Context: an optimization exercise on an open-source flow, tuned for small area and a short achievable clock period. The choices shown serve that exercise and are no tape-out recipe. The RTL was checked by simulation tests, not by an equivalence proof against the original design.

## flow/design.v (module list and top-level ports; edited modules follow where they fit)
// module KiwiNPU: 14695 lines
// module benc: 15 lines
module KiwiNPU (
  input  wire         clk,
  input  wire         rst_n,
  input  wire [31:0]  in_vec,
  input  wire [511:0] weights_flat,
  input  wire [95:0]  biases_flat,
  output wire [31:0]  out_vec
);
  // ...
==> flow/flow/run.sh <==
#!/bin/bash
# The standard layout (standard.sh), with two synthesis changes:
#  - SYNTH_ARGS=-noabc: skip Yosys's generic ABC pass before full-adder
#    extraction, so the adder trees written in the RTL map onto full-adder
#    cells as written (ABC still maps everything else afterwards);
set -euo pipefail
bash standard.sh SYNTH_ARGS=-noabc SYNTH_HIERARCHICAL=1 finish > standard_flow.log 2>&1
==> flow/standard.sh <==
#!/bin/bash
# synth_recipe.tcl (not shown) runs the flow's synth.tcl, then flattens the netlist and writes it again
# the make line also repeats each setting of config.mk as NAME=value (left out here)
make -C /OpenROAD-flow-scripts/flow DESIGN_CONFIG=/design/flow/config.mk WORK_HOME=/design/flow/orfs CLKGATE_MAP_FILE= SYNTH_SCRIPT=/design/flow/synth_recipe.tcl "${@:-finish}"
==> flow/config.mk <==
export PLATFORM = sky130hd
export DESIGN_NAME = KiwiNPU
export DESIGN_NICKNAME = KiwiNPU
export VERILOG_FILES = /design/flow/design.v
export SDC_FILE = /design/flow/constraint.sdc
export NUM_CORES = 4
export LEC_CHECK = 0
export CAP_MARGIN = 20
export CORE_MARGIN = 2
export CORE_UTILIZATION = 40
export SLEW_MARGIN = 20
==> flow/constraint.sdc <==
create_clock -name core_clock -period 12.0 [get_ports {clk}]
set_input_delay 2.4000 -clock core_clock [delete_from_list [all_inputs] [get_ports {clk}]]
set_output_delay 2.4000 -clock core_clock [all_outputs]
set_load 0.01 [all_outputs]
==> results.py, run 1 <==
metrics = {
    "status": {
        "outcome": "complete, no violations",
    },
    "min_path": {
        "min_path_type": "flop to flop",
        "min_path_cells": 8,
        "hp-start": "hq_7[0]$_DFF_PN0_",
    },
    "cells_and_area": {
        "seq_area_share_pct": 1.976,
        "diodes": 58,
        "post-route-util_pct": 43.78,
    },
    "yosys": {
        "synth_edf_count": 0,
        "ys_seq_area_share_pct": 2.110,
        "syn_area_um2": 99640,
        "synth_top_cell_area_share_pct": 44.54,
        "synth_xor_area_share_pct": 19.47,
        "synthAdderAreaFrac_pct": 51.55,
    },
    "clocking": {
        "path_clk_slew_ns": 0.11,
        "cts_made_buffers": 9,
    },
    "critical_path": {
        "critical_path_class": "input pin to flop",
        "r2r-end": "yq_0[1]$_DFF_PN0_",
        "cpMaxStageDelayCell": "o22ai_4",
        "startpoint_type": "input pin",
    },
    "die": {
        "die-height_um": 503.1,
    },
    "placement": {
        "placed_cells": 12700,
        "portBuffers": 669,
        "placed_area_um2": 108200,
        "place_ws_ns": 2.176,
    },
    "routing": {
        "drt-met1-wl_um": 169800,
        "wire_per_inst_um": 36.72,
        "dr_wl_met3_um": 70510,
    },
    "global_route": {
        "gr-usage-met2_pct": 53.65,
        "grt_usage_pct": 36.61,
    },
    "timing": {
        "post-route-period-util_pct": 79.55,
        "rsz0062_at_grt": "false",
        "holdWs_ns": 1.385,
    },
}
==> inputs of run 2 (changes only) <==
--- a/flow/config.mk
+++ b/flow/config.mk
@@ -10,2 +10,3 @@
 export CORE_UTILIZATION = 40
+export SETUP_SLACK_MARGIN = 5.0
 export SLEW_MARGIN = 20
==> run 2 against run 1 <==
Compared with the run above: still clean; clock-buffer cell count is 2 higher; highest routed layer unchanged; non-clock buffer count rose by 465; worst hold slack better by 0.16 ns; largest cell class unchanged; critical endpoint is now yq_2[5]$_DFF_PN0_.
==> results.py, run 2 <==
metrics = {
    "timing": {
        "clock_skew_ns": 0.02966,
        "setup_viol": 0,
        "fmax_mhz": 126.4,
        "slew_headroom_pct": 20.83,
        "timing.final.ws_setup_ns": 4.089,
        "holdWs_ns": 1.542,
        "rsz0062_at_grt": "true",
        "post-route-period-util_pct": 65.92,
        "worstMarginPinSlew_ns": 1.186,
        "finalHoldViolations": 0,
        "setup_tns_ns": 0,
        "fin_crit_ns": 7.911,
        "slew_violations": 0,
    },
    "clocking": {
        "path_clk_slew_ns": 0.11,
        "clock-sinks": 84,
        "cts_max_level": 3,
        "root_buffer": "clkbuf_16",
        "clock_path_buffers": 2,
        "clk-insertion-delay-late_ns": 0.50,
        "cts_tree": "yes",
        "cts_made_buffers": 9,
    },
    "cells_and_area": {
        "multiInputGateArea_um2": 96880,
        "instances_no_fill": 13270,
        "final_common_cell": "fa_1",
        "area_growth_pct": 20.81,
        "regArea_um2": 2152,
        "fill_cells": 22450,
        "drive_above_1_share_pct": 21.06,
        "nets": 13270,
        "final_cell_area_um2": 120400,
        "post-route-util_pct": 48.50,
        "layout_common_cells": "fa_1 (1898), xnor2_1 (1715), a22oi_1 (1306)",
    },
    "die": {
        "core_area_um2": 248200,
        "die-height_um": 503.1,
        "io_pins": 674,
        "start_util_pct": 40.14,
        "rows": 183,
        "die_w_um": 503.1,
        "die_area_um2": 253100,
    },
    "yosys": {
        "ys_top_cells_by_count": "fa_1 (2217), xnor2_1 (1820), a22oi_1 (1572)",
        "ys_ff_latch": 84,
        "ys.flop_type": "dfrtp_1",
        "synth_area_leaders": "fa_1 (45%), xnor2_1 (16%), a22oi_1 (12%)",
        "synth_top_cell_by_area": "fa_1",
        "syn_avg_cell_area_um2": 10.32,
        "synth_cells": 9656,
        "ys_seq_area_share_pct": 2.110,
        "synth_top_cell_area_share_pct": 44.54,
        "synth_edf_count": 0,
        "syn_area_um2": 99640,
        "synth.distinct_cells": 62,
        "ys_async_sr_fraction_pct": 100.0,
        "yosysMostFrequentCell": "fa_1",
        "yosys_warnings": 7,
    },
    "placement": {
        "placed_cells": 12700,
        "portBuffers": 669,
        "placed_area_um2": 109300,
        "place_ws_ns": 2.321,
        "dpl.hpwl_um": 357500,
        "place.gp.congestion": 1.058,
    },
    "global_route": {
        "grt_pass1_wl_um": 701700,
        "gr-usage-met2_pct": 56.82,
        "grt_overflow_total": 0,
        "grtUsageMet3_pct": 18.03,
        "grt_usage_pct": 39.44,
        "gr-usage-met1_pct": 46.80,
        "grt_max_degree": 44,
        "antenna_found_initial": 109,
        "first_global_vias": 91820,
        "top_usage_layer": "met2",
    },
    "status": {
        "outcome": "complete, no violations",
    },
    "routing": {
        "wirelength_um": 515700,
        "first_pass_iters": 10,
        "final_antenna_net_count": 0,
        "wire_per_inst_um": 38.86,
        "drtIter0Drc": 13510,
        "via_per_inst": 6.667,
        "route.vias.total": 88470,
        "drc_errors": 0,
    },
    "min_path": {
        "holdPathEnd": "yq_2[0]$_DFF_PN0_",
        "hp-start": "hq_6[0]$_DFF_PN0_",
        "min_path_cells": 8,
        "min_path_type": "flop to flop",
    },
    "critical_path": {
        "reg2reg_from": "hq_3[1]$_DFF_PN0_",
        "ff2ff_path_depth": 22,
        "reg2reg_setup_slack_ns": 4.16,
        "cp-end-kind": "flop",
        "r2r-end": "yq_3[5]$_DFF_PN0_",
        "cp_max_fo": 4,
        "startpoint_type": "input pin",
        "arrival_ns": 8.30,
        "critical_path_class": "input pin to flop",
        "required_ns": 12.39,
    },
    "flow_run": {
        "max-cap-violations": 0,
    },
}
==> run 2: cell type report <==
cell class	instances	area share, %
inverters	439	1.369
multi-input cells	7992	80.48
clock buffers	11	0.2017
flip-flops and latches	84	1.788
repair buffers	1328	12.48
well taps	3330	3.461
diodes	81	0.1684
clock inverters	5	0.04989
==> run 2: logic make-up after synthesis <==
group / Yosys count / share of synthesized area (%)
xor gates and xnor gates: 2212 / 19.47
adders and majority gates: 2775 / 51.55
AOI/OAI and AO/OA: 2241 / 16.50
buffers and inverters: 1605 / 6.746
other: 1 / 0.003764
DFF: 84 / 2.110
muxes: 13 / 0.1306
and+or+nand+nor: 725 / 3.488
==> run 2: Yosys stat by module (local to each module, per instance) <==
| module | cells | cell area (µm²) |
|---|---|---|
| benc | 14 | 91.34 |
| KiwiNPU | 9488 | 98540 |
==> run 2: metal layers <==
metal | wire length, µm | vias to the layer above | part of all wire (%)
met4 | 43550 | 52 | 8.4
met5 | 815 | - | 0.16
met1 | 172600 | 44980 | 33
met3 | 84030 | 2104 | 16
met2 | 214700 | 8578 | 42
li1 | - | 32750 | -
==> run 2: worst max-delay path by stage <==
stage	to	from	cells after the start	slack [ns]
floorplan	yq_2[3]$_DFF_PN0_	weights_flat[387]	19	4.17
global placement	hq_0[2]$_DFF_PN0_	in_vec[4]	19	2.35
detailed placement	hq_0[2]$_DFF_PN0_	in_vec[4]	18	2.32
CTS	yq_2[5]$_DFF_PN0_	biases_flat[84]	19	4.14
global route	yq_3[5]$_DFF_PN0_	weights_flat[451]	20	4.01
finish	yq_2[5]$_DFF_PN0_	biases_flat[84]	19	4.09
==> run 2: worst max-delay path, cell delays in order <==
cell and delay (ns):
buf_8 0.11, fa_2 0.36, fa_1 0.52, fa_1 0.63
fa_1 0.46, fa_1 0.53, fa_2 0.36, fa_1 0.47
fa_1 0.56, ha_4 0.22, o21ai_2 0.05, nand2b_1 0.13
fa_2 0.39, a21oi_4 0.23, o21bai_4 0.11, or4_4 0.41
nand4_1 0.11, buf_6 0.15, o31ai_2 0.07
==> run 2: what timing repair did <==
| item | 4_1_cts | 5_1_grt |
|---|---|---|
| hold buffers | 0 | 0 |
| gates resized for setup | 1978 | 657 |
| setup endpoints to repair | 84 | 84 |
| gates cloned | 66 | 11 |
| pin swaps | 415 | 393 |
| setup buffers | 306 | 90 |

-- separate check: timing with driven ports --
No port has a modelled driver above. Below, the same layouts with a new extraction and two added sets of constraints.
Step 1 assumes that a clkbuf_16 drives the clock port and a buf_2 every other input.
Step 2, shift: input delay + t, output delay - t, t = (earliest + latest rising clock arrival at the registers) / 2. This alone moves slack from input paths to output paths.
Three values: ideal ports, drivers, drivers and shift; two values: the first two.
run | t (ns) | setup WS [ns] | worst slew at a driven data input, ns
run 1 | 0.567 | 2.454 / 2.485 / 1.918 | 0.25
run 2 | 0.585 | 4.089 / 4.042 / 3.457 | 0.36
After both steps setup and hold are still met in every run listed. The setup slack of run 2, which loses most, moves by -0.047 ns with the drivers and by -0.632 ns with both steps.
